Source: an optimization exercise on an open RTL-to-GDS flow (aim: small area, a short achievable clock period and few clock cycles). Production flows keep margins and buffers that such runs may drop.
Only the layout flow was run in this run; the RTL was not checked for function there.

$ cat flow/constraint.sdc
create_clock -name core_clock -period 20.0 [get_ports {clk}]
set_input_delay 4.0000 -clock core_clock [delete_from_list [all_inputs] [get_ports {clk}]]
set_output_delay 4.0000 -clock core_clock [all_outputs]
set_load 0.01 [all_outputs]
$ cat flow/config.mk
export PLATFORM = sky130hd
export DESIGN_NAME = HT_TOP
export DESIGN_NICKNAME = HT_TOP
export VERILOG_FILES = /design/flow/design.v
export SDC_FILE = /design/flow/constraint.sdc
export NUM_CORES = 4
export LEC_CHECK = 0
export CAP_MARGIN = 20
export CELL_PAD_IN_SITES_DETAIL_PLACEMENT = 2
export CELL_PAD_IN_SITES_GLOBAL_PLACEMENT = 2
export CORE_MARGIN = 2
export CORE_UTILIZATION = 25
export PLACE_DENSITY = 0.3
export SLEW_MARGIN = 20
$ cat flow/run.sh
#!/bin/bash
# synth_recipe.tcl (not shown) runs the flow's synth.tcl, then flattens the netlist and writes it again
# the make line also repeats each setting of config.mk as NAME=value (left out here)
make -C /OpenROAD-flow-scripts/flow DESIGN_CONFIG=/design/flow/config.mk WORK_HOME=/design/flow/orfs CLKGATE_MAP_FILE= SYNTH_SCRIPT=/design/flow/synth_recipe.tcl finish
$ cat flow/design.v
module HT_TOP(
    clk,
    rst_n,
    in_valid,
    in_weight,
    out_mode,
    out_valid,
    out_code
);
input clk, rst_n, in_valid, out_mode;
input [2:0] in_weight;
output out_valid, out_code;
integer i;
function lt5;
    input [4:0] a, b;
    integer n;
    reg r;
    begin
        r = 1'b0;
        for (n = 0; n < 5; n = n + 1)
            r = (~a[n] & b[n]) | ((~a[n] | b[n]) & r);
        lt5 = r;
    end
endfunction
reg       iv_r;
reg [2:0] w_in;
reg       mode;
reg [3:0] s;
reg       inbody;
reg       ov_r, oc_r;
reg [4:0] w0;
reg [3:0] w1, w2, w3, w4;
reg [2:0] w5, w6;
wire [4:0] w [0:8];
assign w[0] = w0;
assign w[1] = {1'b0, w1};
assign w[2] = {1'b0, w2};
assign w[3] = {1'b0, w3};
assign w[4] = {1'b0, w4};
assign w[5] = {2'b0, w5};
assign w[6] = {2'b0, w6};
assign w[7] = 5'd0;
assign w[8] = 5'd0;
reg [2:0] q [0:4];
reg [6:0] c [0:4];
wire in_ph  = ~s[3] & iv_r;               
wire mg_ph  = s[3] & ~(s[2] & s[1]);      
wire out_ph = s[3] & s[2] & s[1] & ~s[0];
wire upd    = in_ph | mg_ph;
wire mform  = (s[3] | (s[2] & s[1] & s[0]));   
wire last_m = (s == 4'd13);
reg [6:0] lo_in, in_r;
always @(*) begin
    case (s[2:0])
        3'd0: lo_in = 7'b111_1111;
        3'd1: lo_in = 7'b011_1111;
        3'd2: lo_in = 7'b001_1111;
        3'd3: lo_in = 7'b000_1111;
        3'd4: lo_in = 7'b000_0111;
        3'd5: lo_in = 7'b000_0011;
        default: lo_in = 7'b000_0001;
    endcase
    case (s)
        4'd7:  in_r = 7'b111_1111;
        4'd8:  in_r = 7'b011_1111;
        4'd9:  in_r = 7'b001_1111;
        4'd10: in_r = 7'b000_1111;
        4'd11: in_r = 7'b000_0111;
        4'd12: in_r = 7'b000_0011;
        default: in_r = 7'b000_0001;
    endcase
end
reg  [4:0] xr;
wire [4:0] x = s[3] ? xr : {2'b0, w_in};
reg [8:0] lt;
always @(*) begin
    for (i = 0; i < 7; i = i + 1) begin
        if (mform) lt[i] = in_r[i] & lt5(w[i], x);
        else       lt[i] = lo_in[i] | lt5(w[i], x);
    end
    lt[7] = 1'b0;
    lt[8] = 1'b0;
end
wire [2:0] pc;
assign pc[2] = lt[3];
assign pc[1] = (lt[1] & ~lt[3]) | lt[5];
assign pc[0] = (lt[0] & ~lt[1]) | (lt[2] & ~lt[3]) | (lt[4] & ~lt[5]) | lt[6];
wire [4:0] xr_nxt = w[0] + (lt[1] ? w[1] : x);
reg [2:0] arr [0:4];
always @(*) begin
    arr[0] = 3'd4;
    arr[1] = mode ? 3'd2 : 3'd5;
    arr[2] = mode ? 3'd5 : 3'd6;
    arr[3] = mode ? 3'd0 : 3'd7;
    arr[4] = mode ? 3'd1 : 3'd3;
end
wire [7:0] ltq = s[3] ? {lt[5:0], 2'b00} : {lt[6:0], 1'b0};
reg [2:0] nq  [0:4];
reg       rem [0:4];
always @(*) begin
    for (i = 0; i < 5; i = i + 1) begin
        rem[i] = s[3] & ~q[i][2] & ~q[i][1];
        if ((in_ph & (s[2:0] == arr[i])) | rem[i]) nq[i] = pc;
        else case ({s[3], ltq[q[i]]})
            2'b00: nq[i] = q[i];
            2'b01, 2'b10: nq[i] = q[i] - 3'd1;
            default: nq[i] = q[i] - 3'd2;
        endcase
    end
end
wire cur_done = inbody ? (c[0][6:1] == 6'd1) : (c[0] == 7'd1);
wire rot      = out_ph & cur_done;
always @(posedge clk or negedge rst_n) begin
    if (!rst_n) begin
        iv_r <= 1'b0;
        s    <= 4'd0;
        ov_r <= 1'b0;
        oc_r <= 1'b0;
    end else begin
        iv_r <= in_valid;
        if (upd) s <= s + 4'd1;
        if (last_m) begin
            ov_r <= 1'b1;
            oc_r <= ~nq[0][0];
        end else if (out_ph) begin
            if (cur_done) begin
                if (c[1] == 7'd0) begin
                    s    <= 4'd0;
                    ov_r <= 1'b0;
                    oc_r <= 1'b0;
                end else
                    oc_r <= ~q[1][0];
            end else
                oc_r <= inbody ? c[0][1] : c[0][0];
        end
    end
end
always @(posedge clk) begin
    w_in <= in_weight;
    if (in_valid & ~iv_r) mode <= out_mode;
    if (upd) xr <= xr_nxt;
    if (last_m | rot) inbody <= 1'b0;
    else if (out_ph) inbody <= 1'b1;
    if (upd) begin
        if (mform) begin
            w0 <= lt[2] ? w[2][4:0] : (lt[1] ? x[4:0] : w[1][4:0]);
            w1 <= lt[3] ? w[3][3:0] : (lt[2] ? x[3:0] : w[2][3:0]);
            w2 <= lt[4] ? w[4][3:0] : (lt[3] ? x[3:0] : w[3][3:0]);
            w3 <= lt[5] ? w[5][3:0] : (lt[4] ? x[3:0] : w[4][3:0]);
            w4 <= lt[6] ? w[6][3:0] : (lt[5] ? x[3:0] : w[5][3:0]);
            w5 <= lt[7] ? w[7][2:0] : (lt[6] ? x[2:0] : w[6][2:0]);
        end else begin
            w0 <= lt[1] ? w[1][4:0] : (lt[0] ? x[4:0] : w[0][4:0]);
            w1 <= lt[2] ? w[2][3:0] : (lt[1] ? x[3:0] : w[1][3:0]);
            w2 <= lt[3] ? w[3][3:0] : (lt[2] ? x[3:0] : w[2][3:0]);
            w3 <= lt[4] ? w[4][3:0] : (lt[3] ? x[3:0] : w[3][3:0]);
            w4 <= lt[5] ? w[5][3:0] : (lt[4] ? x[3:0] : w[4][3:0]);
            w5 <= lt[6] ? w[6][2:0] : (lt[5] ? x[2:0] : w[5][2:0]);
            w6 <= lt[6] ? x[2:0] : w6;
        end
    end
    for (i = 0; i < 5; i = i + 1) begin
        if (upd) q[i] <= nq[i];
        else if (rot && i < 4) q[i][0] <= q[i + 1][0];
        if (in_ph) c[i] <= 7'd1;
        else if (rem[i] & mg_ph) c[i] <= {c[i][5:0], ~q[i][0]};
        else if (rot) c[i] <= (i < 4) ? c[i + 1] : 7'd0;
        else if (i == 0 && out_ph && inbody) c[i] <= c[i] >> 1;
    end
end
assign out_valid = ov_r;
assign out_code  = oc_r;
endmodule
==> qor.txt <==
synthesized area per cell: 8.16 µm²
GRT Resource Usage Total: 0.193
flops & latches, synth: 94
clock transition at the registers of the reported paths: 0.08 ns
Synth Cell Area: 6670 µm²
TNS Setup: 0 ns
core area: 26,100 µm²
DR vias/cell: 5.37
number of enable flip-flop cells after synthesis: 48
register area share after synthesis: 0.360
port buffer count: 8
DRC errors left: 0
hold_buf cts: 0
beginning of the worst hold path: c[4][2]
crit path launch type: flop
first-pass GRT wire length: 41,300 µm
Slew HR: 0.380
Req. time, crit path: 16.00 ns
CP peak stage delay: 0.54 ns
Syn Inst Count: 817
DRT antenna net count: 0
via count: 6,128
DRT Wirelength: 26,300 µm
vias in the first global route: 6,607
die width: 167 µm
hold crit path type: reg -> reg
final setup fails: 0
Final Max Slew Viols: 0
Starting Density: 0.255
slowest stage cell on the critical path: clkdlybuf4s50_1
Final min period: 5.26 ns
router iterations before antenna repair: 16
async set-or-reset flop fraction in the synthesized netlist: 0.0745
TritonCTS buffer count: 9
DRT iter0 DRCs: 289
post-CTS setup buffer count: 0
Worst setup EP type: output port
CTS tree: yes
ANT cells: 0
gpl congestion: 0.779
Max clock buf depth: 2
initial antenna violation count: 0
clk_skew: 0.0111 ns
share of layout cells above drive strength 1: 0.0756
Site Rows: 59
critical-path maximum fanout: 2
Root Driver: clkbuf_16
Worst R2R Start: s[1]
final non-filler cell total: 1,142
largest net degree at the start of global routing: 54
CP Cell Sequence: clkdlybuf4s50_1
delay-heaviest family, CP: buffers and inverters
DP Wirelength: 19,300 µm
Max-Cap Viols: 0
Final nets: 830
synth warn: 6
Buf/Inv on CP: 1
final period utilization: 0.263
worst skew pair latency: 0.36 ns
syn nets: 845
dpl cells: 1,126
status: timing/DRC/antenna clean
DIE HEIGHT: 167 µm
CTS H-tree depth: 3
# IOs: 9
area delta synth->final: 11.0%
synth unique cells: 71
CTS-repair resized insts: 0
prevailing post-synth register cell: edfxtp_1
Worst Path Class, Setup: reg -> out
measured slew at the worst slew-check pin: 0.931 ns
Die Area: 28,000 µm²
Routed wire per std cell: 23.0 µm
crit path DAT: 1.26 ns
Crit. Startpoint: oc_r
grt ovf: 0
final hold vios: 0
RSZ-0062 raised after global routing: no
fmax: 0.190 GHz
CTS sink cnt: 94
[worst min-delay path: cells and delay by family, from the launching register on]
family | cells | cell delay [ns]
AOI/OAI and AO/OA | 1 | 0.05
DFF | 1 | 0.33
and+or+nand+nor | 1 | 0.06
[Yosys cell counts (3+ instances only)]
library cell,n,area share
or4_1,3,0.0034
clkbuf_1,39,0.022
inv_1,37,0.021
nor4_1,4,0.0038
nor2_1,84,0.047
a31oi_1,7,0.0066
and2_1,3,0.0028
mux2i_1,45,0.068
o21ai_0,63,0.047
o21a_1,4,0.0045
o211ai_1,8,0.0090
a21oi_1,75,0.056
buf_2,6,0.0045
o31a_1,3,0.0039
edfxtp_1,48,0.22
or3_1,3,0.0028
ha_1,20,0.038
a211oi_1,26,0.029
mux2_2,12,0.020
dfxtp_1,39,0.12
nor2b_1,18,0.017
a211o_1,3,0.0039
dfrtp_1,7,0.026
nand3_1,16,0.012
buf_1,4,0.0023
xnor2_1,11,0.014
and3_1,5,0.0047
a21o_1,4,0.0045
nand2_1,115,0.065
nand2b_1,11,0.010
nor3_1,22,0.017
a311oi_1,16,0.021
o221ai_1,3,0.0039
[layer usage]
| layer | wire length [µm] | share of wire | global-route usage | vias to the layer above |
|---|---|---|---|---|
| met1 | 13500 | 0.51 | 0.280 | 3134 |
| li1 | - | - | - | 2926 |
| met3 | 535 | 0.020 | 0.0196 | 12 |
| met2 | 12000 | 0.46 | 0.311 | 56 |
| met4 | 254 | 0.0097 | 0.0397 | 0 |
| met5 | 0 | 0 | 0 | - |
[state kept, by name (all words and copies together) (netlist names)]
signal	count
s	4
c	35
w1	4
iv_r	1
ov_r	1
mode	1
w2	4
inbody	1
xr	5
w6	3
w3	4
w0	5
w5	3
w_in	3
oc_r	1
q	15
w4	4
[layout make-up]
type,count,area [µm²]
Sequential cell,94,2400
Tap cell,335,419
Clock inverter,7,63.8
Clock buffer,9,225
Inverter,37,139
Fill cell,3007,18700
Multi-Input combinational cell,634,3940
Timing Repair Buffer,26,215
[placed cells by master (no fill, tap or decap), types with 4 or more instances in the layout]
cell type / n
o21a_1: 4
nor4_1: 4
a211oi_1: 25
nor3_1: 22
nor2b_1: 17
nand2b_1: 11
mux2i_1: 44
a21oi_1: 75
nand3_1: 16
o21ai_0: 63
dfrtp_1: 6
o211ai_1: 8
a31oi_1: 7
edfxtp_1: 48
a311oi_1: 15
inv_1: 37
buf_4: 18
dfxtp_1: 39
xnor2_1: 11
clkbuf_16: 9
a21o_1: 4
and3_1: 5
nand2_1: 115
nor2_1: 84
mux2_2: 12
clkdlybuf4s50_1: 8
ha_1: 20
[final timing paths]
kind	endpoint	slack, ns	depth (start not counted)
min in group asynchronous	ov_r	3.93	1
hold / removal	c[4][3]	0.48	2
hold reg to reg	c[4][3]	0.48	2
setup / recovery	out_code	14.74	1
max in group asynchronous	s[3]	15.76	1
setup reg to reg	q[0][0]	14.87	19
[metrics by stage]
step / utilization / cell area, µm² / hold WS [ns] / setup slack (ns)
finish: 0.283 / 7400 / 0.475 / 14.74
global route: 0.283 / 7400 / 0.514 / 14.33
detailed placement: 0.272 / 7100 / 0.470 / 14.78
global placement: 0.272 / 7100 / 0.465 / 14.97
floorplan: - / 6670 / 0.445 / 15.46
CTS: 0.283 / 7390 / 0.482 / 14.71
[logic make-up (layout without fill, tap and decap cells)]
group / Yosys count / count (layout) / synth area share
compound gates: 247 / 247 / 0.240
xor+xnor: 13 / 13 / 0.0171
simple gates: 293 / 293 / 0.195
flops: 94 / 94 / 0.360
fa+ha+maj: 22 / 22 / 0.0421
mux: 59 / 59 / 0.0924
buf+inv: 89 / 79 / 0.0535

==> re-timing with driven ports <==
How much do the figures lean on ideal ports? The routed layout below was timed once more, with nothing changed but the port constraints. Step 1 sets driving cells, clkbuf_16 on the clock port and buf_2 on the other inputs (assumed; they add their load-dependent delay and slew). Step 2, shift: input delay + t, output delay - t, t = (earliest + latest rising clock arrival at the registers) / 2. This alone moves slack from input paths to output paths. a / b / c = no drivers / after step 1 / after step 2; a / b = the first two.
t (ns): 0.405
setup WS [ns]: 14.737 / 14.690 / 14.872
worst hold slack (ns): 0.475 / 0.475 / 0.475
worst register clock-pin slew, ns: 0.08 / 0.08
cell pins on the clock port's net: 1
After both steps this run still meets setup and hold. The setup slack of this run moves by -0.047 ns with the drivers and by +0.135 ns with both steps.
